Background: an optimization exercise with open tools, aiming at small area. Do not read the settings as production practice. Where RTL was checked, it was by simulation tests only, not by an equivalence proof against the original. The RTL of runs 3 to 6 was laid out without a check of its function. No activity file was given, so power comes from the tool's default toggle rates.

## flow/config.mk

```make
export PLATFORM = sky130hd
export DESIGN_NAME = AVS
export DESIGN_NICKNAME = AVS
export VERILOG_FILES = /design/flow/design.v
export SDC_FILE = /design/flow/constraint.sdc
export NUM_CORES = 4
export LEC_CHECK = 0
export CAP_MARGIN = 20
export CORE_MARGIN = 2
export CORE_UTILIZATION = 40
export CTS_BUF_LIST = sky130_fd_sc_hd__clkbuf_4
export CTS_CLUSTER_DIAMETER = 100
export CTS_CLUSTER_SIZE = 40
export PLACE_DENSITY = 0.6
export SLEW_MARGIN = 20
```

## flow/constraint.sdc

```tcl
create_clock -name core_clock -period 20.0 [get_ports {clk}]
set_input_delay 4.0000 -clock core_clock [delete_from_list [all_inputs] [get_ports {clk}]]
set_output_delay 4.0000 -clock core_clock [all_outputs]
set_load 0.01 [all_outputs]
```

## flow/design.v

```verilog
module AVS(
	clk,
	rst,
	rx,
	led_data,
	servo_out,
	hexout0,
	hexout1,
	hexout2,
	hexout3,
	knight
	);
	input clk;
	input rst;
	input rx;
	output reg	[7:0] led_data;
	output		[5:0] servo_out;
	output		[6:0] hexout0;
	output		[6:0] hexout1;
	output		[6:0] hexout2;
	output		[6:0] hexout3;
	output		[9:0] knight;
	localparam R_IDLE = 2'd0, R_HALF = 2'd1, R_FULL = 2'd2, R_HIGH = 2'd3;
	reg		rx_q;
	reg [1:0]	rs;
	reg [8:0]	ctr;
	reg [2:0]	bit_ctr;
	reg [7:0]	rx_data;
	wire ctr_end = ctr[8] & ctr[7] & ctr[5] & ctr[4] & ctr[0];
	wire new_data = (rs == R_HIGH) & ~ctr[0];
	always @(posedge clk) begin
		if (rst) begin
			rx_q <= 1'b1;
			rs <= R_IDLE;
		end else begin
			rx_q <= rx;
			case (rs)
			R_IDLE: if (!rx_q) rs <= R_HALF;
			R_HALF: if (ctr_end) rs <= R_FULL;
			R_FULL: if (ctr_end && bit_ctr == 3'd7) rs <= R_HIGH;
			R_HIGH: if (rx_q) rs <= R_IDLE;
			endcase
		end
		case (rs)
		R_IDLE: begin
			ctr <= 9'd216;
			bit_ctr <= 3'd0;
		end
		R_HIGH: ctr <= 9'd1;
		default: begin
			ctr <= ctr_end ? 9'd0 : ctr + 9'd1;
			if (rs == R_FULL && ctr_end) begin
				bit_ctr <= bit_ctr + 3'd1;
				rx_data <= {rx_q, rx_data[7:1]};
			end
		end
		endcase
	end
	localparam IDLE = 2'd0, SORT = 2'd1, RUN = 2'd2, SVRD = 2'd3;
	reg [1:0]	state;
	reg		en;
	reg [3:0]	ph [0:5];	 
	reg [5:0]	ps;		 
	wire [3:0] dh = rx_data[7:4];
	wire [3:0] dl = rx_data[3:0];
	wire hi_0 = dh == 4'h0, hi_8 = dh == 4'h8, hi_F = dh == 4'hF;
	wire lo_0 = dl == 4'h0, lo_8 = dl == 4'h8, lo_F = dl == 4'hF;
	wire is_AA = rx_data == 8'hAA;
	wire is_BB = rx_data == 8'hBB;
	wire is_99 = rx_data == 8'h99;
	wire is_FF = hi_F & lo_F;
	wire is_1F = dh == 4'h1 && lo_F;
	wire is_F1 = hi_F && dl == 4'h1;
	wire run_cmd = (hi_0 | hi_8 | hi_F) & (lo_0 | lo_8 | lo_F);
	wire sv_act = ~dh[3] & ~(dh[2] & dh[1] & dh[0]) | (dh == 4'hE);
	integer i;
	always @(posedge clk) begin
		if (rst) begin
			state <= IDLE;
			led_data <= 8'h00;
			en <= 1'b0;
			for (i = 0; i < 6; i = i + 1)
				ph[i] <= 4'h8;
			ps <= 6'b111111;
		end else begin
			en <= state == RUN;
			case (state)
			IDLE: if (new_data) begin
				led_data <= rx_data;
				if (is_AA) begin
					ph[1] <= 4'h8; ps[1] <= 1'b1;
					ph[2] <= 4'h8; ps[2] <= 1'b1;
					state <= SORT;
				end else if (is_BB) begin
					ph[0] <= 4'h8; ps[0] <= 1'b1;
					state <= RUN;
				end else
					state <= SVRD;
			end
			SORT: if (new_data) begin
				led_data <= rx_data;
				ph[1] <= 4'h8; ps[1] <= 1'b1;
				ph[2] <= 4'h8; ps[2] <= 1'b1;
				if (is_1F) begin
					ph[0] <= 4'h4; ps[0] <= 1'b0;
				end else if (is_F1) begin
					ph[0] <= 4'hC; ps[0] <= 1'b0;
				end else if (is_BB)
					state <= RUN;
				else begin
					ph[0] <= 4'h8; ps[0] <= 1'b1;
					if (is_FF)
						state <= IDLE;
				end
			end
			RUN: if (new_data) begin
				led_data <= rx_data;
				ph[0] <= 4'h8; ps[0] <= 1'b1;
				ps[1] <= 1'b1;
				ps[2] <= 1'b1;
				if (run_cmd) begin
					ph[1] <= dh;
					ph[2] <= lo_8 ? 4'h8 : ~dl;
				end else begin
					ph[1] <= 4'h8;
					ph[2] <= 4'h8;
				end
				if (is_99)
					state <= IDLE;
			end
			SVRD: if (sv_act) begin
				state <= IDLE;
				for (i = 0; i < 6; i = i + 1)
					if (dh == i + 1 || dh == 4'h0 || dh == 4'hE) begin
						ph[i] <= (dh == 4'h0) ? 4'h0 :
						         (dh == 4'hE) ? 4'hF : dl;
						ps[i] <= dh == 4'hE;
					end
			end
			endcase
		end
	end
	reg [8:0]	pre;
	reg [11:0]	fc;
	reg [3:0]	lh [0:5];	 
	reg [5:0]	ls;
	wire tick = pre[8] & pre[7] & pre[2] & pre[0];		 
	wire fc_end = fc[11] & fc[9] & fc[7] & fc[6] & fc[4] & fc[1];	 
	wire fc_start = fc == 12'd206;
	wire below = fc[11:8] == 4'd0;
	wire window = fc[11:8] == 4'd1;
	wire [3:0] qh = fc[7:4];
	wire [3:0] ql = fc[3:0];
	always @(posedge clk) begin
		if (rst) begin
			pre <= 9'd389;
			fc <= 12'd2770;
		end else begin
			pre <= tick ? 9'd0 : pre + 9'd1;
			if (tick)
				fc <= fc_end ? 12'd206 : fc + 12'd1;
		end
		if (fc_start && !tick)
			for (i = 0; i < 6; i = i + 1) begin
				lh[i] <= ph[i];
				ls[i] <= ps[i];
			end
	end
	genvar g;
	generate for (g = 0; g < 6; g = g + 1) begin : sv
		wire lo_lt = ls[g] & lh[g][3] & (~ql[3] | (lh[g][0] & ~(&ql[2:0])));
		assign servo_out[g] = below | window & ((qh < lh[g]) | (qh == lh[g]) & lo_lt);
	end endgenerate
	reg [6:0] hexdisp;
	always @(*)
		case (state)
		IDLE: hexdisp = 7'b1001111;
		SORT: hexdisp = 7'b0000110;
		RUN:  hexdisp = 7'b0010010;
		default: hexdisp = 7'b1001100;
		endcase
	assign hexout0 = hexdisp;
	assign hexout1 = hexdisp;
	assign hexout2 = hexdisp;
	assign hexout3 = hexdisp;
	reg [22:0]	kcount;
	reg [3:0]	pos;
	wire k_end = kcount[22] & kcount[19] & kcount[18] & kcount[14] &
	             kcount[11] & kcount[9] & kcount[8] & kcount[6];
	always @(posedge clk)
		if (rst) begin
			kcount <= 23'd0;
			pos <= 4'd8;
		end else if (en) begin
			if (k_end) begin
				kcount <= 23'd0;
				pos <= pos + 4'd1;
			end else
				kcount <= kcount + 23'd1;
		end
	wire [3:0] j = pos[3] ? (5'd16 - {1'b0, pos}) : pos;
	genvar b;
	generate for (b = 0; b < 10; b = b + 1) begin : kl
		assign knight[b] = (j == b) | (j == b - 1);
	end endgenerate
endmodule
```

## flow/run.sh

```bash
#!/bin/bash
# synth_recipe.tcl (not shown) runs the flow's synth.tcl, then flattens the netlist and writes it again
# the make line also repeats each setting of config.mk as NAME=value (left out here)
make -C /OpenROAD-flow-scripts/flow DESIGN_CONFIG=/design/flow/config.mk WORK_HOME=/design/flow/orfs CLKGATE_MAP_FILE= SYNTH_SCRIPT=/design/flow/synth_recipe.tcl finish
```

==> results of run 1 <==
-- power breakdown --
group          total (µW)  leakage, µW  internal (µW)  switching, µW
registers             344      0.00122            320           23.5
logic                 142      0.00158           65.6           76.2
clock network         190     0.000159           88.0            102
total                 675      0.00296            474            202
-- layout make-up --
cell class / count / area (µm²) / area share
Tap cell: 229 / 287 / 0.0353
Clock buffer: 19 / 143 / 0.0175
Antenna cell: 1 / 2.50 / 0.000308
Clock inverter: 13 / 148 / 0.0182
Inverter: 44 / 165 / 0.0203
Multi-Input combinational cell: 540 / 3620 / 0.445
Timing Repair Buffer: 52 / 510 / 0.0628
Sequential cell: 142 / 3250 / 0.400
-- Yosys cell counts (all sizes together), types with 3 or more instances --
library cell and n:
xor2 24, a21o 13, inv 43, o41ai 3, o2111ai 4, mux2i 18, nor2b 11, buf 39
xnor2 17, clkbuf 16, o21a 7, and2 6, nand3 23, nand4 27, edfxtp 41, nor3 12
ha 45, o22ai 4, nor4 6, nand2 66, or2 10, o211ai 5, o31ai 3, nor2 73
o31a 4, a31oi 9, or3 8, nand2b 15, o21ai 50, dfxtp 101, a21oi 31, and4 9
and3 12
-- registers in the layout, summed over array words and instances (netlist names), 3 cells and up --
name	cells
fc	12
pos	4
ctr	9
rx_data	8
kcount	23
led_data	8
pre	9
ph	24
lh	24
ls	6
bit_ctr	3
ps	6
-- through the flow --
step / utilization / worst slack (ps) / area, µm² / hold WS (ps)
4_1_cts: 0.451 / 12780 / 8130 / 438
3_3_place_gp: 0.435 / 13450 / 7840 / 418
6_report: 0.451 / 12830 / 8130 / 436
3_5_place_dp: 0.435 / 13400 / 7840 / 419
2_1_floorplan: - / 13770 / 7360 / 402
5_1_grt: 0.451 / 12530 / 8130 / 458
-- cell families (layout without fill, tap and decap cells) --
kind of cell,count (synthesis),in the layout,synth area share
simple gates,287,287,0.205
compound gates,144,144,0.133
flops,142,142,0.443
buf+inv,99,128,0.0672
fa+ha+maj,45,45,0.0766
xor+xnor,41,41,0.0489
mux,19,19,0.0260
other cells,1,5,0.000510
-- cells in the final DEF (no fill, tap or decap), types with 5 or more instances in the layout --
master           instances
and3_1                  12
o21a_1                   7
nor4_1                   6
and2_1                   6
inv_1                   43
xor2_1                  24
o21ai_0                 42
dfxtp_1                101
nor3_1                  10
nand3_1                 23
edfxtp_1                41
mux2i_1                 18
and4_1                   9
nand4_1                 25
or2_2                    5
o21ai_1                  5
xnor2_1                 17
clkbuf_4                19
clkdlybuf4s50_1         49
nor2_1                  72
or3_1                    7
nand2b_1                15
a21oi_1                 25
nor2b_1                 11
a21oi_2                  5
a21o_1                  13
ha_1                    45
a31oi_1                  9
o211ai_1                 5
nand2_1                 65
-- worst paths after layout --
path                 start  slack, ps  cells after the start        end
setup / recovery    pos[0]      12830                      8  knight[4]
hold / removal    ph[0][1]        440                      0   lh[0][1]
setup reg to reg  state[0]      17820                      6   ph[0][3]
hold reg to reg   ph[0][1]        440                      0   lh[0][1]
-- per-layer routing --
layer  global-route usage  up-vias
met5                    0        -
met1                0.211     2465
met3               0.0392        8
li1                     -     2759
met4               0.0400        0
met2                0.231       84
==> reports/metrics.yaml, run 1 <==
setup_tns_ps: 0
synth_top_area_cell: "dfxtp_1"
clkTransAtPathRegs_ps: 120
post-route-drc-count: 0
ys.flop_type: "dfxtp_1"
finalNetCount: 845
setup_viol: 0
place.gp.congestion: 0.789
synth_cell_types: 73
m1WireLength_um: 7210
tritoncts: "done"
postCtsSetupRepairBufs: 0
synthArstFlopShare: 0
rows: 49
initial_core_util: 0.408
synth_cells: 778
dieHeight_um: 140
clk_latency_ps: 540
die_w_um: 140
cts-hold-fix-buffers: 0
synth_top_cell_area_share: 0.275
vias: 5316
slew_headroom: 0.557
worstSetupPathType: "reg2out"
dr.first_iter.drc_count: 249
fin_cells: 1040
grt_pass1_wl_um: 24100
status: "timing/DRC/antenna clean"
finalMaxSlewViolations: 0
irDropWorstVdd_v: 0.0000694
cp_data_arrival_time_ps: 3170
grt_overflow: 0
cts_sinks: 142
htree_levels: 4
rsz0062_at_grt: "false"
synth.avg_cell_area_um2: 9.45
path_cells: "inv_1 -> ha_1 -> nand3b_1 -> o21ai_0 -> nand2_1 -> o41ai_1 -> mux2_2 -> clkdlybuf4s50_1"
io_buffers: 50
nFillCells: 1775
fmax_ghz: 0.139
netlist_area_um2: 7350
path_delay_family: "buffers and inverters"
drt_wl_total_um: 14000
synth_edf_count: 41
drive_gt1_frac: 0.0741
path_buf_inv: 2
grt_max_degree: 46
top_layer: "met4"
cp_slowest_cell: "dfxtp_1"
cpPeakStageDelay_ps: 580
first_pass_iters: 6
fin_skew_ps: 15.9
dr_wl_met2_um: 6170
root_buffer: "clkbuf_4"
worst_slew_pin_slew_ps: 661
die_area_um2: 19500
io_pins: 55
end_kind: "output pin"
p_total_uw: 675
wire_per_inst_um: 13.5
yosys_register_bits: 142
finalCriticalPeriod_ps: 7170
area_growth_pct: 10.6
seq_area_frac_synth: 0.443
dpl.cell_count: 1007
antenna_left: 0
cap_viol_max_count: 0
cellPowerDensity_nw_per_um2: 83.1
synth_area_leaders: "dfxtp_1 28%, edfxtp_1 17%, ha_1 7.7%"
fin_crit_sh: 0.358
ys_warn_count: 3
grt_use_total: 0.150
cts_resized: 0
startpoint_type: "flop"
p_leak_uw: 0.00296
core_um2: 18000
numCtsBuffers: 17
hold_class: "reg2reg"
clock_path_buffers: 2
vias_per_cell: 5.11
wl_met3_um: 491
cp_max_fo: 13
dp_hpwl_um: 9980
grt_pass1_vias: 4906
grt_antenna_before_repair: 1
hold_viol: 0
cp_data_required_time_ps: 16000
==> inputs of run 2 (changes only) <==
--- a/flow/config.mk
+++ b/flow/config.mk
@@ -10,5 +10,2 @@
 export CORE_UTILIZATION = 40
-export CTS_BUF_LIST = sky130_fd_sc_hd__clkbuf_4
-export CTS_CLUSTER_DIAMETER = 100
-export CTS_CLUSTER_SIZE = 40
 export PLACE_DENSITY = 0.6
==> run 2 against run 1 <==
Net effect: utilization up 1.6 points; clock skew decreased by 8.5 ps; die area is the same; design area grew 3.6%; non-clock buffer count unchanged; sequential power about the same; highest routed layer unchanged; final cell count about the same.
==> reports/metrics.yaml, run 2 <==
status: "timing/DRC/antenna clean"
dieHeight_um: 140  # unchanged
synth_top_family_by_area: "simple AND/OR/NAND/NOR gates"
finalMaxSlewViolations: 0  # unchanged
synth_top_cell_area_share: 0.275  # unchanged
cp_slowest_cell: "dfxtp_1"
rows: 49  # unchanged
drt_wl_total_um: 14100  # +0.64%
die_w_um: 140  # unchanged
synth-compound-area-share: 0.133  # unchanged
cts-hold-fix-buffers: 0  # unchanged
htree_levels: 4  # unchanged
cpPeakStageDelay_ps: 560  # -20 ps
r2r_cells: 5  # -1
synth_cells: 778  # unchanged
hp-start: "ph[3][0]"
area_growth_pct: 14.6
seq_area_frac_synth: 0.443  # unchanged
cp_data_arrival_time_ps: 3040  # -130 ps
grt_use_total: 0.152  # +0.00106
dp_hpwl_um: 9980  # unchanged
setup_viol: 0  # unchanged
clk_latency_ps: 420  # -120 ps
vias_per_cell: 5.09  # -0.39%
yosys_register_bits: 142  # unchanged
synth_top_area_cell: "dfxtp_1"
numCtsBuffers: 17  # unchanged
synth_mux_area_frac: 0.0260  # unchanged
wire_per_inst_um: 13.6  # +0.73%
r2r-end: "ps[0]"
grt_overflow: 0  # unchanged
synth_cell_types: 73  # unchanged
startpoint_type: "flop"
cellPowerDensity_nw_per_um2: 94.8  # +14%
worst_slew_pin_slew_ps: 683  # +22.2 ps
final_cell_mix: "101 x dfxtp_1, 72 x nor2_1, 65 x nand2_1"
cp_max_fo: 13  # unchanged
irDropWorstVdd_v: 0.0000694  # about the same
clock_path_buffers: 2  # unchanged
post-route-drc-count: 0  # unchanged
p_leak_uw: 0.00309  # +4.3%
grt_antenna_before_repair: 0  # -1
yosys-top-cells-count: "101 x dfxtp_1, 72 x nor2_1, 65 x nand2_1, 45 x ha_1, 43 x inv_1"
place.gp.congestion: 0.789  # unchanged
synthArstFlopShare: 0  # unchanged
first_pass_iters: 4  # -2
antenna_cells: 0  # -1
hold_viol: 0  # unchanged
tritoncts: "done"
synthXorXnorAreaFrac: 0.0489  # unchanged
synth_edf_count: 41  # unchanged
synth_area_leaders: "dfxtp_1 28%, edfxtp_1 17%, ha_1 7.7%"
postCtsSetupRepairBufs: 0  # unchanged
holdPathStages: 0  # unchanged
slew_headroom: 0.542  # -0.0149
worstSetupStartpoint: "pos[0]"
finalNetCount: 845  # unchanged
core_um2: 18000  # unchanged
netlist_area_um2: 7350  # unchanged
r2r_start: "rx_data[6]"
root_buffer: "clkbuf_16"
grt_pass1_vias: 4962  # +1.1%
fin_skew_ps: 7.34  # -8.52 ps
p_total_uw: 798  # +18%
ys.flop_type: "dfxtp_1"
fmax_ghz: 0.142  # +1.8%
r2r_slack_ps: 17840  # +20 ps
initial_core_util: 0.408  # unchanged
io_buffers: 50  # unchanged
antenna_left: 0  # unchanged
cts_sinks: 142  # unchanged
mostFrequentLayoutCell: "dfxtp_1"
ys_warn_count: 3  # unchanged
rsz0062_at_grt: "false"
reg_top3: "lh: 24 flops, ph: 24 flops, kcount: 23 flops"
io_pins: 55  # unchanged
cts_resized: 0  # unchanged
drive_gt1_frac: 0.0728  # -0.00123
finalCriticalPeriod_ps: 7040  # -129 ps
cp_data_required_time_ps: 16000  # about the same
clkTransAtPathRegs_ps: 60  # -60 ps
synth_fa_ha_area_frac: 0.0766  # unchanged
cap_viol_max_count: 0  # unchanged
end_kind: "output pin"
path_cells: "inv_1 -> ha_1 -> nand3b_1 -> o21ai_0 -> nand2_1 -> o41ai_1 -> mux2_2 -> clkdlybuf4s50_1"
vias: 5290  # -0.49%
die_area_um2: 19500  # unchanged
dr.first_iter.drc_count: 253  # +1.6%
yosysMostFrequentCell: "dfxtp_1"
synthSimpleGateAreaFrac: 0.205  # unchanged
grt_max_degree: 46  # unchanged
hold_class: "reg2reg"
fin_crit_sh: 0.352  # -0.00643
setup_tns_ps: 0  # unchanged
grt_pass1_wl_um: 24200  # +0.54%
hold_end: "lh[3][0]"
worstSetupPathType: "reg2out"
synth.avg_cell_area_um2: 9.45  # unchanged
-- run 2: cell counts after synthesis --
Identical to the previous run, type by type.
-- run 2: final cells by class --
type / instances / area, µm²
clock buffers: 21 / 472
repair buffers: 52 / 510
flip-flops and latches: 142 / 3250
multi-input cells: 540 / 3620
fillers: 1735 / 9600
inverters: 44 / 165
clock inverters: 11 / 114
well taps: 229 / 287
-- run 2: how the worst max path moves through the flow --
stage / end / slack, ps / cells after the start
5_1_grt: knight[4] / 12720 / 8
6_report: knight[4] / 12960 / 8
4_1_cts: knight[4] / 12950 / 8
3_5_place_dp: knight[4] / 13400 / 8
3_3_place_gp: knight[4] / 13450 / 8
2_1_floorplan: knight[4] / 13770 / 6
-- run 2: worst max-delay path: cells and delay by family, from the launching register on --
kind | cells | cell delay [ps]
AO/OA/AOI/OAI | 2 | 220
adder cells (fa/ha/maj) | 1 | 560
buffers and inverters | 2 | 700
flip-flops | 1 | 560
multiplexers | 1 | 280
AND/OR/NAND/NOR | 2 | 300
-- run 2: cells by family after synthesis --
group                      after synthesis
DFF                                    142
adders and majority gates               45
and+or+nand+nor                        287
muxes                                   19
buffers and inverters                   99
xor gates and xnor gates                41
AOI/OAI and AO/OA                      144
other                                    1
-- run 2: power breakdown --
| group | internal (µW) | switching, µW |
|---|---|---|
| sequential | 321 | 23.5 |
| combinational | 65.7 | 76.5 |
| clock | 193 | 119 |
| total | 579 | 219 |
-- run 2: per-layer routing --
metal	GRT usage	share of wire
met1	0.211	0.51
met2	0.232	0.44
met4	0.0474	0.016
met5	0	0
met3	0.0396	0.034
-- run 2: metrics by stage --
step / setup slack [ps] / hold WS [ps] / util / instances / cell area, µm²
2_1_floorplan: 13770 / 402 / - / 781 / 7360
3_5_place_dp: 13400 / 419 / 0.435 / 1007 / 7840
3_3_place_gp: 13450 / 418 / 0.435 / 1007 / 7840
4_1_cts: 12950 / 433 / 0.467 / 1039 / 8420
5_1_grt: 12720 / 446 / 0.467 / 1039 / 8420
6_report: 12960 / 431 / 0.467 / 1039 / 8420
==> inputs of run 3 (changes only) <==
--- a/flow/design.v
+++ b/flow/design.v
@@ -28,3 +28,5 @@
 	reg [7:0]	rx_data;
-	wire ctr_end = ctr[8] & ctr[7] & ctr[5] & ctr[4] & ctr[0];
+	localparam [8:0] C0 = 9'h00c, C216 = 9'h0d0, C433 = 9'h10f, CMASK = 9'h0f7;
+	wire ctr_end = (ctr & CMASK) == (C433 & CMASK);
+	wire [8:0] ctr_nx = {ctr[7:0], ~(ctr[8] ^ ctr[4])};
 	wire new_data = (rs == R_HIGH) & ~ctr[0];
@@ -45,3 +47,3 @@
 		R_IDLE: begin
-			ctr <= 9'd216;
+			ctr <= C216;
 			bit_ctr <= 3'd0;
@@ -50,3 +52,3 @@
 		default: begin
-			ctr <= ctr_end ? 9'd0 : ctr + 9'd1;
+			ctr <= ctr_end ? C0 : ctr_nx;
 			if (rs == R_FULL && ctr_end) begin
@@ -146,3 +148,5 @@
 	reg [5:0]	ls;
-	wire tick = pre[8] & pre[7] & pre[2] & pre[0];		 
+	localparam [8:0] P0 = 9'h004, P389 = 9'h0e3, PMASK = 9'h1bb;
+	wire tick = (pre & PMASK) == (P389 & PMASK);
+	wire [8:0] pre_nx = {pre[7:0], ~(pre[8] ^ pre[4])};
 	wire fc_end = fc[11] & fc[9] & fc[7] & fc[6] & fc[4] & fc[1];	 
@@ -155,8 +159,7 @@
 		if (rst) begin
-			pre <= 9'd389;
+			pre <= P389;
 			fc <= 12'd2770;
 		end else begin
-			pre <= tick ? 9'd0 : pre + 9'd1;
-			if (tick)
-				fc <= fc_end ? 12'd206 : fc + 12'd1;
+			pre <= tick ? P0 : pre_nx;
+			fc <= (tick & fc_end) ? 12'd206 : fc + {11'd0, tick};
 		end
@@ -171,3 +174,8 @@
 		wire lo_lt = ls[g] & lh[g][3] & (~ql[3] | (lh[g][0] & ~(&ql[2:0])));
-		assign servo_out[g] = below | window & ((qh < lh[g]) | (qh == lh[g]) & lo_lt);
+		wire [3:0] a = qh, b = lh[g];
+		wire lt = ~a[3] & b[3] | (~a[3] | b[3]) & (
+		          ~a[2] & b[2] | (~a[2] | b[2]) & (
+		          ~a[1] & b[1] | (~a[1] | b[1]) & (
+		          ~a[0] & b[0] | (~a[0] | b[0]) & lo_lt)));
+		assign servo_out[g] = below | window & lt;
 	end endgenerate
@@ -193,8 +201,5 @@
 			pos <= 4'd8;
-		end else if (en) begin
-			if (k_end) begin
-				kcount <= 23'd0;
-				pos <= pos + 4'd1;
-			end else
-				kcount <= kcount + 23'd1;
+		end else begin
+			kcount <= (en & k_end) ? 23'd0 : kcount + {22'd0, en};
+			pos <= pos + {3'd0, en & k_end};
 		end
--- a/flow/config.mk
+++ b/flow/config.mk
@@ -10,2 +10,4 @@
 export CORE_UTILIZATION = 40
+export CTS_BUF_LIST = sky130_fd_sc_hd__clkbuf_8
+export CTS_CLUSTER_SIZE = 30
 export PLACE_DENSITY = 0.6
==> run 3 against run 2 <==
Net effect: register-to-register slack got worse by 430 ps; clock skew rose by 8.4 ps; first-iteration DRC count fell by 2.4%; sequential cell count did not move; critical path depth fell by 2; largest power group unchanged.
==> reports/metrics.yaml, run 3 <==
status: "timing/DRC/antenna clean"
use_met2: 0.261  # +0.0291
p_total_uw: 693  # -13%
antenna_left: 0  # unchanged
wire_per_inst_um: 14.7  # +8.1%
vias_per_cell: 5.26  # +3.4%
antenna_cells: 0  # unchanged
rsz0062_at_grt: "false"
r2r-end: "ph[0][3]"
dp_hpwl_um: 9990  # +0.14%
cap_viol_max_count: 0  # unchanged
finalMaxSlewViolations: 0  # unchanged
setup_viol: 0  # unchanged
synth.avg_cell_area_um2: 9.54  # +1.0%
startpoint_type: "flop"
synth_top_area_cell: "dfxtp_1"
cp_common_cell: "maj3_2"
dp_slack_ps: 13760  # +358 ps
io_buffers: 50  # unchanged
grt_overflow: 0  # unchanged
fin_skew_ps: 15.7  # +8.39 ps
cts_sinks: 142  # unchanged
netlist_area_um2: 6800  # -7.6%
ys.flop_type: "dfxtp_1"
area_growth_pct: 13.5
p_sw_uw: 181  # -17%
seq_area_frac_synth: 0.479  # +0.0362
rows: 47  # -4.1%
initial_core_util: 0.410  # +0.00195
grt_pass1_vias: 4985  # +0.46%
finalCriticalPeriod_ps: 6710  # -336 ps
cts-hold-fix-buffers: 0  # unchanged
end_kind: "output pin"
yosys-top-cells-count: "101 x dfxtp_1, 80 x nor2_1, 59 x nand2_1, 41 x edfxtp_1, 31 x inv_1"
grt_antenna_before_repair: 0  # unchanged
grt_use_total: 0.162  # +0.0106
cp_max_fo: 12  # -1
cpPeakStageDelay_ps: 560  # about the same
irDropWorstVdd_v: 0.0000652  # -6.0%
synth_cells: 712  # -8.5%
die_area_um2: 18000  # -7.3%
r2r_slack_ps: 17410  # -430 ps
drt_wl_total_um: 14100  # +0.21%
cts_resized: 0  # unchanged
post-route-drc-count: 0  # unchanged
final_cell_mix: "101 x dfxtp_1, 80 x nor2_1, 59 x nand2_1"
dr.first_iter.drc_count: 247  # -2.4%
first_pass_iters: 5  # +1
vias: 5070  # -4.2%
grt_max_degree: 58  # +26%
root_buffer: "clkbuf_8"
power_frac_clock: 0.355  # -0.036
tritoncts: "done"
r2r_cells: 7  # +2
numCtsBuffers: 17  # unchanged
io_pins: 55  # unchanged
synthArstFlopShare: 0  # unchanged
fin_crit_sh: 0.335  # -0.0168
worst_slack_ps: 13290  # +336 ps
mostFrequentLayoutCell: "dfxtp_1"
reg_top3: "lh: 24 flops, ph: 24 flops, kcount: 23 flops"
cp_slowest_cell: "dfxtp_1"
clkTransAtPathRegs_ps: 70  # about the same
worstSetupStartpoint: "fc[4]"
holdPathStages: 1  # +1
synth_top_cell_area_share: 0.298  # +0.0225
htree_levels: 4  # unchanged
clk_latency_ps: 440  # +20 ps
path_cells: "nor2b_1 -> maj3_2 -> maj3_2 -> maj3_1 -> o21a_1 -> clkdlybuf4s50_1"
hold_end: "pre[7]"
cp_data_required_time_ps: 16000  # about the same
met1_usage: 0.209  # -0.00162
busiest_layer: "met2"
cellPowerDensity_nw_per_um2: 89.9  # -5.1%
hp-start: "pre[6]"
core_um2: 16600  # -8.0%
setup_tns_ps: 0  # unchanged
finalNetCount: 753  # -11%
dieHeight_um: 134  # -3.7%
yosysMostFrequentCell: "dfxtp_1"
p_leak_uw: 0.00282  # -8.7%
r2r_start: "state[0]"
fmax_ghz: 0.149  # +5.0%
worstSetupPathType: "reg2out"
ys_warn_count: 3  # unchanged
synth_area_leaders: "dfxtp_1 30%, edfxtp_1 18%, nor2_1 4.4%"
pwr-share-comb: 0.168  # -0.010
hold_class: "reg2reg"
yosys_register_bits: 142  # unchanged
synth_cell_types: 69  # -5.5%
internal_power_uw: 512  # -12%
grt_pass1_wl_um: 23600  # -2.6%
hold_viol: 0  # unchanged
synth_edf_count: 41  # unchanged
die_w_um: 134  # -3.7%
clock_path_buffers: 2  # unchanged
power_frac_seq: 0.478  # +0.047
worst_slew_pin_slew_ps: 837  # +153 ps
met3_usage: 0.0374  # -0.00216
slew_headroom: 0.439  # -0.102
sw_frac_of_total: 0.261  # -0.0129
cp_data_arrival_time_ps: 2710  # -330 ps
postCtsSetupRepairBufs: 0  # unchanged
place.gp.congestion: 0.867  # +9.8%
drive_gt1_frac: 0.0781  # +0.00522
## run 3: cell types whose count changed in the layout (fill, tap and decap cells not counted), sizes merged, moves of 7 or more
cell   change
o21ai     -29
ha        -25
nand4     -16
maj3      +11
xor2      -11
inv       -10
nor3       +8
nand2      -7
nor2       +7
## run 3: final cells by class
class	count	area, µm²
fillers	1588	8870
repair buffers	52	510
flip-flops and latches	142	3250
inverters	32	120
multi-input cells	485	3120
well taps	220	275
clock buffers	19	262
clock inverters	13	173
## run 3: logic make-up (layout without fill, tap and decap cells)
family / count (synthesis) / in the layout / synth area share
and+or+nand+nor: 277 / 277 / 0.210
DFF: 142 / 142 / 0.479
AOI/OAI and AO/OA: 121 / 121 / 0.122
buffers and inverters: 88 / 116 / 0.0650
xor gates and xnor gates: 33 / 33 / 0.0425
adders and majority gates: 31 / 31 / 0.0538
muxes: 19 / 19 / 0.0280
other: 1 / 4 / 0.000552
## run 3: power by group through the flow
stage | clock (µW) | combinational [µW] | sequential [µW]
final | 246 | 116 | 331
after global routing | 263 | 129 | 334
after CTS | 253 | 117 | 331
after detailed placement | 0 | 116 | 337
after global placement | 0 | 113 | 337
after floorplan | 0 | 90.3 | 333
## run 3: how the worst max path moves through the flow
stage                     cells after the start           end  slack [ps]
after floorplan                               5  servo_out[0]       14380
after global placement                        6  servo_out[0]       13780
after detailed placement                      6  servo_out[2]       13760
after CTS                                     6  servo_out[2]       13250
after global routing                          6  servo_out[2]       13160
final                                         6  servo_out[2]       13290
## run 3: worst max-delay path: cells and delay by family, from the launching register on
kind | cells | cell delay (ps)
AO/OA/AOI/OAI | 1 | 180
buffers and inverters | 1 | 470
adder cells (fa/ha/maj) | 3 | 970
flip-flops | 1 | 560
AND/OR/NAND/NOR | 1 | 100
## run 3: metal layers
metal,wire [µm],up-vias
met5,0,-
met4,288,0
met3,613,22
met2,6550,135
met1,6670,2390
li1,-,2523
## run 3: stage by stage
step | hold slack (ps) | cell area [µm²] | std cells | util
global placement | 411 | 7280 | 931 | 0.439
CTS | 430 | 7710 | 963 | 0.465
floorplan | 403 | 6810 | 715 | -
global route | 450 | 7710 | 963 | 0.465
detailed placement | 415 | 7280 | 931 | 0.439
finish | 428 | 7710 | 963 | 0.465
==> inputs of run 4 (changes only) <==
--- a/flow/config.mk
+++ b/flow/config.mk
@@ -11,3 +11,4 @@
 export CTS_BUF_LIST = sky130_fd_sc_hd__clkbuf_8
-export CTS_CLUSTER_SIZE = 30
+export CTS_CLUSTER_DIAMETER = 200
+export CTS_CLUSTER_SIZE = 50
 export PLACE_DENSITY = 0.6
==> run 4 against run 3 <==
Net effect: first-iteration DRC count unchanged; final cell count unchanged; non-clock buffer count unchanged; largest cell class unchanged; highest routed layer unchanged.
==> reports/metrics.yaml, run 4 <==
slew_headroom: 0.439  # unchanged
yosys_register_bits: 142  # unchanged
power_frac_clock: 0.355  # about the same
synthArstFlopShare: 0  # unchanged
synth_area_leaders: "dfxtp_1 30%, edfxtp_1 18%, nor2_1 4.4%"
area_growth_pct: 13.5  # unchanged
holdPathStages: 1  # unchanged
final_cell_mix: "101 x dfxtp_1, 80 x nor2_1, 59 x nand2_1"
status: "timing/DRC/antenna clean"
fin_cells: 963  # unchanged
cts-hold-fix-buffers: 0  # unchanged
synth_top_family_by_area: "simple AND/OR/NAND/NOR gates"
die_w_um: 134  # unchanged
hold_class: "reg2reg"
synth_cells: 712  # unchanged
synth_edf_count: 41  # unchanged
drt_wl_total_um: 14100  # unchanged
power_frac_seq: 0.478  # about the same
dr.first_iter.drc_count: 247  # unchanged
antenna_left: 0  # unchanged
fmax_ghz: 0.149  # unchanged
irDropWorstVdd_v: 0.0000652  # unchanged
yosysMostFrequentCell: "dfxtp_1"
hold_viol: 0  # unchanged
pwr-share-comb: 0.168  # about the same
grt_pass1_vias: 4985  # unchanged
r2r-end: "ph[0][3]"
initial_core_util: 0.410  # unchanged
sw_frac_of_total: 0.261  # unchanged
rows: 47  # unchanged
grt_antenna_before_repair: 0  # unchanged
nFillCells: 1588  # unchanged
ys_warn_count: 3  # unchanged
synthSimpleGateAreaFrac: 0.210  # unchanged
cts_sinks: 142  # unchanged
internal_power_uw: 512  # unchanged
vias_per_cell: 5.26  # unchanged
r2r_slack_ps: 17410  # about the same
cpPeakStageDelay_ps: 560  # about the same
worstSetupPathType: "reg2out"
place.gp.congestion: 0.867  # unchanged
fin_crit_sh: 0.335  # unchanged
synthXorXnorAreaFrac: 0.0425  # unchanged
r2r_cells: 7  # unchanged
numCtsBuffers: 17  # unchanged
fin_skew_ps: 15.7  # unchanged
hp-start: "pre[6]"
synth_fa_ha_area_frac: 0.0538  # unchanged
cp_data_arrival_time_ps: 2710  # about the same
synth_mux_area_frac: 0.0280  # unchanged
core_um2: 16600  # unchanged
vias: 5070  # unchanged
tritoncts: "done"
dieHeight_um: 134  # unchanged
clkTransAtPathRegs_ps: 70  # about the same
yosys-top-cells-count: "101 x dfxtp_1, 80 x nor2_1, 59 x nand2_1, 41 x edfxtp_1, 31 x inv_1"
netlist_area_um2: 6800  # unchanged
dp_hpwl_um: 9990  # unchanged
clk_latency_ps: 440  # about the same
grt_max_degree: 58  # unchanged
finalMaxSlewViolations: 0  # unchanged
r2r_start: "state[0]"
cp_slowest_cell: "dfxtp_1"
setup_viol: 0  # unchanged
wire_per_inst_um: 14.7  # unchanged
cap_viol_max_count: 0  # unchanged
dpl.cell_count: 931  # unchanged
post-route-drc-count: 0  # unchanged
cellPowerDensity_nw_per_um2: 89.9  # unchanged
grt_pass1_wl_um: 23600  # unchanged
startpoint_type: "flop"
htree_levels: 4  # unchanged
p_sw_uw: 181  # unchanged
synth_top_area_cell: "dfxtp_1"
synth_cell_types: 69  # unchanged
synth.avg_cell_area_um2: 9.54  # unchanged
cp_common_cell: "maj3_2"
clock_path_buffers: 2  # unchanged
rsz0062_at_grt: "false"
postCtsSetupRepairBufs: 0  # unchanged
synth-compound-area-share: 0.122  # unchanged
worst_slew_pin_slew_ps: 837  # unchanged
first_pass_iters: 5  # unchanged
hold_end: "pre[7]"
cts_resized: 0  # unchanged
reg_top3: "lh: 24 flops, ph: 24 flops, kcount: 23 flops"
finalNetCount: 753  # unchanged
antenna_cells: 0  # unchanged
grt_use_total: 0.162  # unchanged
mostFrequentLayoutCell: "dfxtp_1"
io_buffers: 50  # unchanged
io_pins: 55  # unchanged
seq_area_frac_synth: 0.479  # unchanged
path_cells: "nor2b_1 -> maj3_2 -> maj3_2 -> maj3_1 -> o21a_1 -> clkdlybuf4s50_1"
end_kind: "output pin"
setup_tns_ps: 0  # unchanged
drive_gt1_frac: 0.0781  # unchanged
synth_top_cell_area_share: 0.298  # unchanged
cp_max_fo: 12  # unchanged
ys.flop_type: "dfxtp_1"
cp_data_required_time_ps: 16000  # about the same
grt_overflow: 0  # unchanged
root_buffer: "clkbuf_8"
die_area_um2: 18000  # unchanged
p_leak_uw: 0.00282  # unchanged
finalCriticalPeriod_ps: 6710  # unchanged
-- run 4: metal layers --
| metal | up-vias | GRT usage | part of all wire |
|---|---|---|---|
| met3 | 22 | 0.0374 | 0.043 |
| met1 | 2390 | 0.209 | 0.47 |
| met4 | 0 | 0.0696 | 0.020 |
| li1 | 2523 | - | - |
| met5 | - | 0 | 0 |
| met2 | 135 | 0.261 | 0.46 |
-- run 4: worst max-delay path, delay by kind of cell (launching register included) --
| kind | cells | cell delay, ps |
|---|---|---|
| DFF | 1 | 560 |
| and+or+nand+nor | 1 | 100 |
| adders and majority gates | 3 | 970 |
| buffers and inverters | 1 | 470 |
| AOI/OAI and AO/OA | 1 | 180 |
-- run 4: final cells by class --
class	count	area, µm²	area share
repair buffers	52	510	0.0662
clock buffers	19	262	0.0339
multi-input cells	485	3120	0.404
flip-flops and latches	142	3250	0.422
well taps	220	275	0.0357
inverters	32	120	0.0156
clock inverters	13	173	0.0224
-- run 4: how the worst max path moves through the flow --
stage          start      endpoint  slack, ps  cells past startpoint
2_1_floorplan  fc[5]  servo_out[0]      14380                      5
3_3_place_gp   fc[4]  servo_out[0]      13780                      6
3_5_place_dp   fc[4]  servo_out[2]      13760                      6
4_1_cts        fc[4]  servo_out[2]      13250                      6
5_1_grt        fc[4]  servo_out[2]      13160                      6
6_report       fc[4]  servo_out[2]      13290                      6
-- run 4: kinds of logic after synthesis --
kind of cell	after synthesis
compound gates	121
flops	142
mux	19
buf+inv	88
simple gates	277
xor+xnor	33
fa+ha+maj	31
other cells	1
-- run 4: power by group through the flow --
stage	Sequential, µW	Clock [µW]	Combinational (µW)
2_1_floorplan	333	0	90.3
3_3_place_gp	337	0	113
3_5_place_dp	337	0	116
4_1_cts	331	253	117
5_1_grt	334	263	129
6_report	331	246	116
-- run 4: per-stage QoR --
stage / worst slack [ps] / instance area, µm² / hold WS, ps / total power, µW / util
CTS: 13250 / 7710 / 430 / 701 / 0.465
global placement: 13780 / 7280 / 411 / 450 / 0.439
floorplan: 14380 / 6810 / 403 / 423 / -
global route: 13160 / 7710 / 450 / 725 / 0.465
detailed placement: 13760 / 7280 / 415 / 453 / 0.439
finish: 13290 / 7710 / 428 / 693 / 0.465
==> inputs of run 5 (changes only) <==
--- a/flow/config.mk
+++ b/flow/config.mk
@@ -10,5 +10,3 @@
 export CORE_UTILIZATION = 40
-export CTS_BUF_LIST = sky130_fd_sc_hd__clkbuf_8
-export CTS_CLUSTER_DIAMETER = 200
-export CTS_CLUSTER_SIZE = 50
+export CTS_BUF_LIST = sky130_fd_sc_hd__clkbuf_4 sky130_fd_sc_hd__clkbuf_8
 export PLACE_DENSITY = 0.6
==> run 5 against run 4 <==
Net effect: design area barely moved; total power is 0.54% higher; via count did not move; wire length up 0.11%; sequential cell count unchanged; final cell count did not move; synthesized cell count is the same; die area unchanged; clock skew up 1.3 ps; largest power group unchanged; highest routed layer unchanged.
==> reports/metrics.yaml, run 5 <==
setup_viol: 0  # unchanged
grt_pass1_vias: 4993  # +0.16%
antenna_left: 0  # unchanged
clkTransAtPathRegs_ps: 70  # about the same
whs_ps: 427  # -0.125 ps
hold_viol: 0  # unchanged
root_buffer: "clkbuf_8"
dpl_cell_area_um2: 7280  # unchanged
setup_tns_ps: 0  # unchanged
dp_hpwl_um: 9990  # unchanged
final_cell_mix: "101 x dfxtp_1, 80 x nor2_1, 59 x nand2_1"
clk_latency_ps: 440  # about the same
synth_top_area_cell: "dfxtp_1"
worstSetupPathType: "reg2out"
grt_pass1_wl_um: 23600  # +0.17%
finalNetCount: 753  # unchanged
busiest_layer: "met2"
cts_sinks: 142  # unchanged
internal_power_uw: 516  # +0.73%
hold_class: "reg2reg"
die_w_um: 134  # unchanged
first_pass_iters: 5  # unchanged
netlist_area_um2: 6800  # unchanged
post-route-drc-count: 0  # unchanged
ys.flop_type: "dfxtp_1"
drive_gt1_frac: 0.0808  # +0.00269
grt_use_total: 0.162  # +0.000241
synth_cells: 712  # unchanged
place.gp.congestion: 0.867  # unchanged
postCtsSetupRepairBufs: 0  # unchanged
cp_data_required_time_ps: 16000  # about the same
rows: 47  # unchanged
tritoncts: "done"
area_growth_pct: 13.6  # about the same
power_frac_clock: 0.358  # +0.003
synth_mux_area_frac: 0.0280  # unchanged
grt_max_degree: 58  # unchanged
cts_resized: 0  # unchanged
p_leak_uw: 0.00282  # about the same
numCtsBuffers: 17  # unchanged
fin_crit_sh: 0.335  # about the same
irDropWorstVdd_v: 0.0000652  # about the same
synthXorXnorAreaFrac: 0.0425  # unchanged
synth-compound-area-share: 0.122  # unchanged
cap_viol_max_count: 0  # unchanged
synthArstFlopShare: 0  # unchanged
grt_antenna_before_repair: 0  # unchanged
dieHeight_um: 134  # unchanged
htree_levels: 4  # unchanged
design_area_um2: 7720  # about the same
synth_fa_ha_area_frac: 0.0538  # unchanged
synth.avg_cell_area_um2: 9.54  # unchanged
synthSimpleGateAreaFrac: 0.210  # unchanged
seq_area_frac_synth: 0.479  # unchanged
synth_top_family_by_area: "simple AND/OR/NAND/NOR gates"
synth_edf_count: 41  # unchanged
io_buffers: 50  # unchanged
vias_per_cell: 5.26  # unchanged
finalCriticalPeriod_ps: 6710  # +3.40 ps
nFillCells: 1589  # +0.063%
synth_cell_types: 69  # unchanged
yosysMostFrequentCell: "dfxtp_1"
yosys-top-cells-count: "101 x dfxtp_1, 80 x nor2_1, 59 x nand2_1, 41 x edfxtp_1, 31 x inv_1"
use_met2: 0.262  # +0.000850
status: "timing/DRC/antenna clean"
mostFrequentLayoutCell: "dfxtp_1"
rsz0062_at_grt: "false"
dr.first_iter.drc_count: 272  # +10%
synth_area_leaders: "dfxtp_1 30%, edfxtp_1 18%, nor2_1 4.4%"
cp_data_arrival_time_ps: 2710  # about the same
startpoint_type: "flop"
cellPowerDensity_nw_per_um2: 90.3  # +0.44%
r2r_slack_ps: 17410  # about the same
wire_per_inst_um: 14.7  # +0.11%
clock_path_buffers: 2  # unchanged
slew_headroom: 0.440  # about the same
p_sw_uw: 181  # about the same
met1_usage: 0.209  # unchanged
fin_skew_ps: 17.0  # +1.27 ps
power_frac_seq: 0.475  # -0.003
ys_warn_count: 3  # unchanged
pwr-share-comb: 0.167  # about the same
met3_usage: 0.0374  # unchanged
cp_max_fo: 12  # unchanged
core_um2: 16600  # unchanged
end_kind: "output pin"
initial_core_util: 0.410  # unchanged
antenna_cells: 0  # unchanged
io_pins: 55  # unchanged
cts-hold-fix-buffers: 0  # unchanged
worst_slew_pin_slew_ps: 836  # -0.607 ps
fmax_ghz: 0.149  # about the same
reg_top3: "lh: 24 flops, ph: 24 flops, kcount: 23 flops"
synth_top_cell_area_share: 0.298  # unchanged
finalMaxSlewViolations: 0  # unchanged
die_area_um2: 18000  # unchanged
yosys_register_bits: 142  # unchanged
drt_wl_total_um: 14100  # +0.11%
grt_overflow: 0  # unchanged
vias: 5070  # unchanged
sw_frac_of_total: 0.260  # -0.00140
-- run 5: final timing paths --
path	from	end	depth (start not counted)
max reg2reg	state[0]	ph[0][3]	7
min reg2reg	pre[6]	pre[7]	1
min	pre[6]	pre[7]	1
max	fc[4]	servo_out[2]	6
-- run 5: final cells by class --
cell class | instances | area, µm² | share of cell area
Inverter | 32 | 120 | 0.0156
Timing Repair Buffer | 52 | 510 | 0.0661
Clock inverter | 11 | 165 | 0.0214
Clock buffer | 21 | 277 | 0.0358
Sequential cell | 142 | 3250 | 0.421
Tap cell | 220 | 275 | 0.0357
Multi-Input combinational cell | 485 | 3120 | 0.404
-- run 5: power by group through the flow --
stage	logic (µW)	clock network (µW)	registers, µW
3_5_place_dp	116	0	337
2_1_floorplan	90.3	0	333
6_report	116	250	331
3_3_place_gp	113	0	337
5_1_grt	129	267	334
4_1_cts	117	257	331
-- run 5: cells by family after synthesis --
group / Yosys count
and+or+nand+nor: 277
DFF: 142
AOI/OAI and AO/OA: 121
buffers and inverters: 88
xor gates and xnor gates: 33
adders and majority gates: 31
muxes: 19
other: 1
-- run 5: through the flow --
step | total power [µW] | util | std cells | setup slack (ps)
floorplan | 423 | - | 715 | 14380
global placement | 450 | 0.439 | 931 | 13780
detailed placement | 453 | 0.439 | 931 | 13760
CTS | 705 | 0.465 | 963 | 13250
global route | 729 | 0.465 | 963 | 13160
finish | 697 | 0.465 | 963 | 13290
-- run 5: worst max-delay path: stages, from the launching register on --
cell and delay [ps]:
dfxtp_1 560, nor2b_1 100, maj3_2 320, maj3_2 310
maj3_1 340, o21a_1 180, clkdlybuf4s50_1 470
-- run 5: layer usage --
metal	wire (µm)	up-vias
met3	600	22
met1	6660	2392
met5	0	-
li1	-	2524
met2	6590	132
met4	286	0
==> inputs of run 6 (changes only) <==
--- a/flow/config.mk
+++ b/flow/config.mk
@@ -10,3 +10,5 @@
 export CORE_UTILIZATION = 40
-export CTS_BUF_LIST = sky130_fd_sc_hd__clkbuf_4 sky130_fd_sc_hd__clkbuf_8
+export CTS_BUF_LIST = sky130_fd_sc_hd__clkbuf_16
+export CTS_CLUSTER_DIAMETER = 300
+export CTS_CLUSTER_SIZE = 80
 export PLACE_DENSITY = 0.6
==> run 6 against run 5 <==
Net effect: design area grew 1.9%; wire length grew 0.82%; highest routed layer unchanged; critical path depth is the same; clock skew shrank 8.8 ps; synthesized area is the same; non-clock buffer count is the same; total power grew 7.8%; die area is the same.
==> reports/metrics.yaml, run 6 <==
cp-endpoint: "servo_out[2]"
die_area_um2: 18000  # unchanged
startpoint_type: "flop"
yosys_register_bits: 142  # unchanged
worst_slack_ps: 13300  # +12.2 ps
post-route-drc-count: 0  # unchanged
area_growth_pct: 15.7
synth.avg_cell_area_um2: 9.54  # unchanged
reg_top3: "lh: 24 flops, ph: 24 flops, kcount: 23 flops"
fmax_ghz: 0.149  # +0.18%
wire_per_inst_um: 14.8  # +0.82%
clkTransAtPathRegs_ps: 50  # -20 ps
worstSetupStartpoint: "fc[4]"
dp_slack_ps: 13760  # unchanged
r2r-end: "ph[0][3]"
cp_data_required_time_ps: 16000  # about the same
r2r_slack_ps: 17430  # +20 ps
yosys-top-cells-count: "101 x dfxtp_1, 80 x nor2_1, 59 x nand2_1, 41 x edfxtp_1, 31 x inv_1"
seq_area_frac_synth: 0.479  # unchanged
initial_core_util: 0.410  # unchanged
numCtsBuffers: 17  # unchanged
cts-hold-fix-buffers: 0  # unchanged
vias: 5094  # +0.47%
antenna_left: 0  # unchanged
setup_viol: 0  # unchanged
postCtsSetupRepairBufs: 0  # unchanged
synth_top_cell_area_share: 0.298  # unchanged
clk_latency_ps: 420  # -20 ps
root_buffer: "clkbuf_16"
setup_tns_ps: 0  # unchanged
cp_data_arrival_time_ps: 2700  # about the same
grt_overflow: 0  # unchanged
drt_wl_total_um: 14300  # +0.82%
mostFrequentLayoutCell: "dfxtp_1"
dp_hpwl_um: 9990  # unchanged
hold_viol: 0  # unchanged
worstSetupPathType: "reg2out"
hold_class: "reg2reg"
netlist_area_um2: 6800  # unchanged
htree_levels: 4  # unchanged
end_kind: "output pin"
rows: 47  # unchanged
cellPowerDensity_nw_per_um2: 95.6  # +5.8%
vias_per_cell: 5.29  # +0.47%
rsz0062_at_grt: "false"
drive_gt1_frac: 0.0754  # -0.00538
nFillCells: 1559  # -1.9%
finalMaxSlewViolations: 0  # unchanged
synth_cell_types: 69  # unchanged
io_buffers: 50  # unchanged
p_total_uw: 752  # +7.8%
cp_max_fo: 12  # unchanged
status: "timing/DRC/antenna clean"
grt_pass1_wl_um: 23900  # +1.1%
fin_skew_ps: 8.18  # -8.83 ps
fin_crit_sh: 0.335  # -0.000610
tritoncts: "done"
synth_top_area_cell: "dfxtp_1"
dr.first_iter.drc_count: 281  # +3.3%
synth_cells: 712  # unchanged
io_pins: 55  # unchanged
core_um2: 16600  # unchanged
r2r_cells: 7  # unchanged
dieHeight_um: 134  # unchanged
irDropWorstVdd_v: 0.0000653  # +0.18%
slew_headroom: 0.452  # +0.0122
grt_use_total: 0.166  # +0.00328
r2r_start: "state[0]"
cap_viol_max_count: 0  # unchanged
ys_warn_count: 3  # unchanged
ys.flop_type: "dfxtp_1"
worst_slew_pin_slew_ps: 818  # -18.2 ps
grt_max_degree: 58  # unchanged
hp-start: "pre[6]"
finalNetCount: 753  # unchanged
synth_edf_count: 41  # unchanged
synth_area_leaders: "dfxtp_1 30%, edfxtp_1 18%, nor2_1 4.4%"
place.gp.congestion: 0.867  # unchanged
die_w_um: 134  # unchanged
yosysMostFrequentCell: "dfxtp_1"
synthArstFlopShare: 0  # unchanged
finalCriticalPeriod_ps: 6700  # -12.2 ps
first_pass_iters: 5  # unchanged
antenna_cells: 0  # unchanged
p_leak_uw: 0.00289  # +2.5%
grt_pass1_vias: 5019  # +0.52%
clock_path_buffers: 2  # unchanged
cts_sinks: 142  # unchanged
grt_antenna_before_repair: 0  # unchanged
cts_resized: 0  # unchanged
final_cell_mix: "101 x dfxtp_1, 80 x nor2_1, 59 x nand2_1"
## run 6: logic make-up (layout without fill, tap and decap cells)
family,Yosys count,after routing,synth area share
adder cells (fa/ha/maj),31,31,0.0538
flip-flops,142,142,0.479
AO/OA/AOI/OAI,121,121,0.122
buffers and inverters,88,116,0.0650
multiplexers,19,19,0.0280
other,1,4,0.000552
XOR/XNOR,33,33,0.0425
AND/OR/NAND/NOR,277,277,0.210
## run 6: critical path, stage by stage, from the launching register on
cell	delay (ps)
dfxtp_1	560
nor2b_1	100
maj3_2	320
maj3_2	310
maj3_1	340
o21a_1	180
clkdlybuf4s50_1	470
## run 6: area by class of cell
cell class	instances	area, µm²	area share
flip-flops and latches	142	3250	0.414
multi-input cells	485	3120	0.397
clock buffers	21	526	0.0668
repair buffers	52	510	0.0649
well taps	220	275	0.0350
inverters	32	120	0.0153
clock inverters	11	60.1	0.00764
## run 6: layer usage
| layer | up-vias | GRT usage | share of wire |
|---|---|---|---|
| met1 | 2396 | 0.210 | 0.47 |
| met4 | 0 | 0.0667 | 0.023 |
| li1 | 2528 | - | - |
| met2 | 141 | 0.267 | 0.47 |
| met3 | 29 | 0.0465 | 0.045 |
| met5 | - | 0 | 0 |
## run 6: worst min path at each step
| stage | to | cells past startpoint | slack [ps] |
|---|---|---|---|
| CTS | pre[7] | 1 | 430 |
| global placement | pre[7] | 1 | 410 |
| floorplan | pre[7] | 1 | 400 |
| finish | pre[7] | 1 | 420 |
| detailed placement | pre[7] | 1 | 410 |
| global route | pre[7] | 1 | 450 |
## run 6: metrics by stage
step,hold slack (ps),instances,instance area (µm²),util
6_report,424,963,7860,0.474
5_1_grt,446,963,7860,0.474
4_1_cts,426,963,7860,0.474
3_5_place_dp,415,931,7280,0.439
3_3_place_gp,411,931,7280,0.439
2_1_floorplan,403,715,6810,-
## run 6: where the power goes
group | total (µW) | switching, µW | internal, µW
clock network | 304 | 118 | 186
registers | 332 | 14.4 | 317
logic | 116 | 62.0 | 54.3
==> inputs of run 7 (changes only) <==
--- a/flow/design.v
+++ b/flow/design.v
@@ -77,3 +77,5 @@
 	wire sv_act = ~dh[3] & ~(dh[2] & dh[1] & dh[0]) | (dh == 4'hE);
-	integer i;
+	wire nd = new_data;
+	wire in_idle = state == IDLE, in_sort = state == SORT;
+	wire in_run = state == RUN, in_svrd = state == SVRD;
 	always @(posedge clk) begin
@@ -83,60 +85,19 @@
 			en <= 1'b0;
-			for (i = 0; i < 6; i = i + 1)
-				ph[i] <= 4'h8;
-			ps <= 6'b111111;
-		end else begin
-			en <= state == RUN;
+		end else begin
+			en <= in_run;
+			if (nd && !in_svrd)
+				led_data <= rx_data;
 			case (state)
-			IDLE: if (new_data) begin
-				led_data <= rx_data;
-				if (is_AA) begin
-					ph[1] <= 4'h8; ps[1] <= 1'b1;
-					ph[2] <= 4'h8; ps[2] <= 1'b1;
-					state <= SORT;
-				end else if (is_BB) begin
-					ph[0] <= 4'h8; ps[0] <= 1'b1;
+			IDLE: if (nd)
+				state <= is_AA ? SORT : is_BB ? RUN : SVRD;
+			SORT: if (nd) begin
+				if (is_BB)
 					state <= RUN;
-				end else
-					state <= SVRD;
-			end
-			SORT: if (new_data) begin
-				led_data <= rx_data;
-				ph[1] <= 4'h8; ps[1] <= 1'b1;
-				ph[2] <= 4'h8; ps[2] <= 1'b1;
-				if (is_1F) begin
-					ph[0] <= 4'h4; ps[0] <= 1'b0;
-				end else if (is_F1) begin
-					ph[0] <= 4'hC; ps[0] <= 1'b0;
-				end else if (is_BB)
-					state <= RUN;
-				else begin
-					ph[0] <= 4'h8; ps[0] <= 1'b1;
-					if (is_FF)
-						state <= IDLE;
-				end
-			end
-			RUN: if (new_data) begin
-				led_data <= rx_data;
-				ph[0] <= 4'h8; ps[0] <= 1'b1;
-				ps[1] <= 1'b1;
-				ps[2] <= 1'b1;
-				if (run_cmd) begin
-					ph[1] <= dh;
-					ph[2] <= lo_8 ? 4'h8 : ~dl;
-				end else begin
-					ph[1] <= 4'h8;
-					ph[2] <= 4'h8;
-				end
-				if (is_99)
+				else if (is_FF)
 					state <= IDLE;
 			end
-			SVRD: if (sv_act) begin
+			RUN: if (nd && is_99)
 				state <= IDLE;
-				for (i = 0; i < 6; i = i + 1)
-					if (dh == i + 1 || dh == 4'h0 || dh == 4'hE) begin
-						ph[i] <= (dh == 4'h0) ? 4'h0 :
-						         (dh == 4'hE) ? 4'hF : dl;
-						ps[i] <= dh == 4'hE;
-					end
-			end
+			SVRD: if (sv_act)
+				state <= IDLE;
 			endcase
@@ -144,2 +105,34 @@
 	end
+	wire sv_all = hi_0 | (dh == 4'hE);		 
+	wire [3:0] sv_h = hi_0 ? 4'h0 : (dh == 4'hE) ? 4'hF : dl;
+	wire sv_s = dh == 4'hE;
+	wire sort_tow = in_sort & (is_1F | is_F1);
+	wire run_set = in_run & run_cmd;
+	wire [5:0] w;
+	wire [3:0] dph [0:5];
+	wire [5:0] dps;
+	assign w[0] = in_svrd & ((dh == 4'h1) | sv_all) |
+	              nd & (in_idle & is_BB | in_sort & ~is_BB | in_run);
+	assign dph[0] = in_svrd ? sv_h : sort_tow ? {dh[0], 3'b100} : 4'h8;
+	assign dps[0] = in_svrd ? sv_s : ~sort_tow;
+	wire w_home = nd & (in_idle & is_AA | in_sort | in_run);
+	assign w[1] = in_svrd & ((dh == 4'h2) | sv_all) | w_home;
+	assign dph[1] = in_svrd ? sv_h : run_set ? dh : 4'h8;
+	assign dps[1] = in_svrd ? sv_s : 1'b1;
+	assign w[2] = in_svrd & ((dh == 4'h3) | sv_all) | w_home;
+	assign dph[2] = in_svrd ? sv_h : run_set ? (lo_8 ? 4'h8 : ~dl) : 4'h8;
+	assign dps[2] = in_svrd ? sv_s : 1'b1;
+	genvar k;
+	generate for (k = 3; k < 6; k = k + 1) begin : svw
+		assign w[k] = in_svrd & ((dh == k + 1) | sv_all);
+		assign dph[k] = sv_h;
+		assign dps[k] = sv_s;
+	end endgenerate
+	integer i;
+	always @(posedge clk)
+		for (i = 0; i < 6; i = i + 1)
+			if (rst | w[i]) begin
+				ph[i] <= rst ? 4'h8 : dph[i];
+				ps[i] <= rst | dps[i];
+			end
 	reg [8:0]	pre;
@@ -205,7 +198,12 @@
 		end
-	wire [3:0] j = pos[3] ? (5'd16 - {1'b0, pos}) : pos;
-	genvar b;
-	generate for (b = 0; b < 10; b = b + 1) begin : kl
-		assign knight[b] = (j == b) | (j == b - 1);
-	end endgenerate
+	assign knight[0] = (pos == 4'd0);
+	assign knight[1] = (pos == 4'd0) | (pos == 4'd1) | (pos == 4'd15);
+	assign knight[2] = (pos == 4'd1) | (pos == 4'd2) | (pos == 4'd14) | (pos == 4'd15);
+	assign knight[3] = (pos == 4'd2) | (pos == 4'd3) | (pos == 4'd13) | (pos == 4'd14);
+	assign knight[4] = (pos == 4'd3) | (pos == 4'd4) | (pos == 4'd12) | (pos == 4'd13);
+	assign knight[5] = (pos == 4'd4) | (pos == 4'd5) | (pos == 4'd11) | (pos == 4'd12);
+	assign knight[6] = (pos == 4'd5) | (pos == 4'd6) | (pos == 4'd10) | (pos == 4'd11);
+	assign knight[7] = (pos == 4'd6) | (pos == 4'd7) | (pos == 4'd9) | (pos == 4'd10);
+	assign knight[8] = (pos == 4'd7) | (pos == 4'd8) | (pos == 4'd9);
+	assign knight[9] = (pos == 4'd8);
 endmodule
==> flow/flow/run.sh (new file) <==
#!/bin/bash
# Standard ORFS layout with a leaner clock tree (no dummy loads, fewer and
# smaller clock buffers) and the smallest buffer on the ports.
set -euo pipefail
cd "$(dirname "$0")/.."
export CTS_ARGS="-sink_clustering_enable -repair_clock_nets -dont_use_dummy_load -buf_list sky130_fd_sc_hd__clkbuf_8 -sink_clustering_size 30 -sink_clustering_max_diameter 100"
export BUFFER_PORTS_ARGS="-buffer_cell sky130_fd_sc_hd__buf_1"
bash standard.sh > flow/../standard.log 2>&1
==> flow/standard.sh (new file) <==
#!/bin/bash
# synth_recipe.tcl (not shown) runs the flow's synth.tcl, then flattens the netlist and writes it again
# the make line also repeats each setting of config.mk as NAME=value (left out here)
make -C /OpenROAD-flow-scripts/flow DESIGN_CONFIG=/design/flow/config.mk WORK_HOME=/design/flow/orfs CLKGATE_MAP_FILE= SYNTH_SCRIPT=/design/flow/synth_recipe.tcl "${@:-finish}"
--- a/flow/config.mk
+++ b/flow/config.mk
@@ -10,5 +10,2 @@
 export CORE_UTILIZATION = 40
-export CTS_BUF_LIST = sky130_fd_sc_hd__clkbuf_16
-export CTS_CLUSTER_DIAMETER = 300
-export CTS_CLUSTER_SIZE = 80
 export PLACE_DENSITY = 0.6
removed: flow/run.sh
==> run 7 against run 6 <==
Net effect: synthesized cell count fell by 9.6%; fmax up 8.5%; utilization decreased by 3.7 points; largest power group unchanged; wire length decreased by 11%; sequential share of layout area is 9.8 points higher.
==> reports/metrics.yaml, run 7 <==
status: "timing/DRC/antenna clean"
hold_class: "reg2reg"
end_kind: "output pin"
worstSetupStartpoint: "fc[4]"
grt_use_total: 0.153  # -0.0121
clkTransAtPathRegs_ps: 70  # +20 ps
cp_slowest_cell: "dfxtp_1"
worstSetupPathType: "reg2out"
finalCriticalPeriod_ps: 6170  # -522 ps
design_area_um2: 6940  # -12%
startpoint_type: "flop"
final_cell_mix: "71 x edfxtp_1, 71 x dfxtp_1, 65 x nand2_1"
synth_top_area_cell: "edfxtp_1"
hold_viol: 0  # unchanged
slew_headroom: 0.416  # -0.0359
synth_cell_types: 60  # -13%
synth.avg_cell_area_um2: 10.1  # +5.7%
r2r_start: "rx_data[6]"
fin_skew_ps: 34.2  # +26.0 ps
cts-hold-fix-buffers: 0  # unchanged
die_w_um: 131  # -2.2%
antenna_left: 0  # unchanged
yosys-top-cells-count: "71 x dfxtp_1, 71 x edfxtp_1, 65 x nand2_1, 59 x nor2_1"
cts_resized: 0  # unchanged
drt_wl_total_um: 12700  # -11%
cp_common_cell: "a221oi_1"
grt_pass1_wl_um: 21700  # -9.2%
cellPowerDensity_nw_per_um2: 81.6  # -15%
postCtsSetupRepairBufs: 0  # unchanged
clock_path_buffers: 2  # unchanged
post-route-drc-count: 0  # unchanged
synth_mux_area_frac: 0.00790  # -0.0201
drive_gt1_frac: 0.0556  # -0.0198
wire_per_inst_um: 14.4  # -2.6%
setup_tns_ps: 0  # unchanged
vias: 4606  # -9.6%
synth_top_cell_area_share: 0.328  # +0.0306
worst_slack_ps: 13830  # +522 ps
ys_warn_count: 3  # unchanged
path_delay_family: "compound AO/OA/AOI/OAI gates"
cts_sinks: 142  # unchanged
synthXorXnorAreaFrac: 0.0418  # -0.000747
finalNetCount: 689  # -8.5%
path_buf_inv: 1  # unchanged
rsz0062_at_grt: "false"
grt_max_degree: 33  # -43%
synth_cells: 644  # -9.6%
finalMaxSlewViolations: 0  # unchanged
seq_area_frac_synth: 0.547  # +0.0682
dieHeight_um: 131  # -2.2%
first_pass_iters: 4  # -1
clk_latency_ps: 440  # +20 ps
synth_top_family_by_area: "simple AND/OR/NAND/NOR gates"
cp_data_required_time_ps: 16000  # about the same
die_area_um2: 17300  # -4.3%
dpl_cell_area_um2: 6710  # -7.8%
cap_viol_max_count: 0  # unchanged
setup_viol: 0  # unchanged
cp_max_fo: 10  # -2
hp-start: "ph[4][3]"
synth_edf_count: 71  # +73%
reg_top3: "lh: 24 flops, ph: 24 flops, kcount: 23 flops"
io_buffers: 50  # unchanged
vias_per_cell: 5.22  # -1.3%
htree_levels: 4  # unchanged
grt_overflow: 0  # unchanged
grt_pass1_vias: 4437  # -12%
p_leak_uw: 0.00248  # -14%
synth_area_leaders: "edfxtp_1 33%, dfxtp_1 22%, nand2_1 3.8%"
initial_core_util: 0.409  # -0.000737
netlist_area_um2: 6500  # -4.4%
synthSimpleGateAreaFrac: 0.197  # -0.0125
synthArstFlopShare: 0  # unchanged
fin_crit_sh: 0.309  # -0.0261
dp_slack_ps: 14270  # +515 ps
synth-compound-area-share: 0.0982  # -0.0233
cpPeakStageDelay_ps: 410  # -150 ps
fmax_ghz: 0.162  # +8.5%
tritoncts: "done"
synth_fa_ha_area_frac: 0.0454  # -0.00832
grt_antenna_before_repair: 0  # unchanged
area_growth_pct: 6.87
path_cells: "nor2_1 -> o2111a_1 -> a221oi_1 -> maj3_1 -> a221oi_1 -> buf_1"
root_buffer: "clkbuf_8"
p_total_uw: 567  # -25%
antenna_cells: 0  # unchanged
core_um2: 15900  # -4.2%
irDropWorstVdd_v: 0.0000454  # -31%
ys.flop_type: "edfxtp_1"
worst_slew_pin_slew_ps: 869  # +51.6 ps
yosys_register_bits: 142  # unchanged
rows: 46  # -2.1%
io_pins: 55  # unchanged
cp_data_arrival_time_ps: 2170  # -530 ps
place.gp.congestion: 0.853  # -1.6%
dp_hpwl_um: 9190  # -8.0%
dr.first_iter.drc_count: 249  # -11%
numCtsBuffers: 17  # unchanged
==> run 7: cell types whose count changed in the layout (fill, tap and decap cells not counted), moves of 7 or more <==
| cell | delta |
|---|---|
| buf_1 | +50 |
| clkdlybuf4s50_1 | -49 |
| dfxtp_1 | -30 |
| edfxtp_1 | +30 |
| clkbuf_16 | -21 |
| nor2_1 | -21 |
| clkbuf_8 | +17 |
| mux2i_1 | -15 |
| a21o_1 | -9 |
| o21ai_0 | +9 |
| nor3_1 | -7 |
==> run 7: final cells by class <==
type                    count  area, µm²
inverters                  33        124
well taps                 216        270
clock buffers              17        234
flip-flops and latches    142       3550
multi-input cells         422       2560
repair buffers             52        203
fillers                  1552       8940
==> run 7: power by group <==
part / internal (µW) / switching, µW / leakage, µW
registers: 323 / 12.2 / 0.00124
clock network: 74.7 / 88.2 / 0.000122
logic: 26.1 / 42.4 / 0.00112
total: 424 / 143 / 0.00248
==> run 7: worst paths after layout <==
kind / to / slack (ps) / cells after the start
hold reg to reg: lh[4][3] / 400 / 0
setup / recovery: servo_out[0] / 13830 / 6
hold / removal: lh[4][3] / 400 / 0
setup reg to reg: ph[0][0] / 17460 / 5
==> run 7: per-stage QoR <==
stage / instances / util / hold slack, ps
6_report: 882 / 0.437 / 401
4_1_cts: 882 / 0.437 / 407
2_1_floorplan: 647 / - / 400
5_1_grt: 882 / 0.437 / 410
3_5_place_dp: 865 / 0.422 / 406
3_3_place_gp: 865 / 0.422 / 406
==> run 7: logic make-up (layout without fill, tap and decap cells) <==
family / after synthesis / in the layout
flops: 142 / 142
simple gates: 253 / 253
other cells: 1 / 4
xor+xnor: 31 / 31
mux: 5 / 5
compound gates: 104 / 104
fa+ha+maj: 25 / 25
buf+inv: 83 / 102
==> run 7: routing by layer <==
layer | track usage | vias up | share of wire
li1 | - | 2279 | -
met1 | 0.198 | 2207 | 0.46
met2 | 0.250 | 104 | 0.48
met3 | 0.0374 | 16 | 0.036
met4 | 0.0580 | 0 | 0.016
met5 | 0 | - | 0

[afterwards: timing with drivers on the ports]
No port has a modelled driver above. Below, the same layouts with a new extraction and two added sets of constraints. Step 1, drivers: a clkbuf_16 drives clk and a buf_2 each remaining input, both assumed. Step 2 times the ports against the registers' clock, not the clock port: input delays grow and output delays shrink by t, the midpoint of the rising clock arrivals with the driver on. Three values: ideal, step 1, step 2; two values: the first two.
run | t (ns) | setup slack, ns | latest minus earliest clock arrival (ns)
run 1 | 0.567 | 12.830 / 12.792 / 13.359 | 0.021 / 0.020
run 2 | 0.460 | 12.959 / 12.918 / 13.378 | 0.010 / 0.011
run 3 | 0.476 | 13.294 / 13.253 / 13.729 | 0.016 / 0.016
run 4 | 0.476 | 13.294 / 13.253 / 13.729 | 0.016 / 0.016
run 5 | 0.477 | 13.291 / 13.250 / 13.726 | 0.017 / 0.017
run 6 | 0.465 | 13.303 / 13.257 / 13.722 | 0.008 / 0.009
run 7 | 0.456 | 13.825 / 13.791 / 14.246 | 0.035 / 0.035
After both steps every run listed still meets setup and hold.
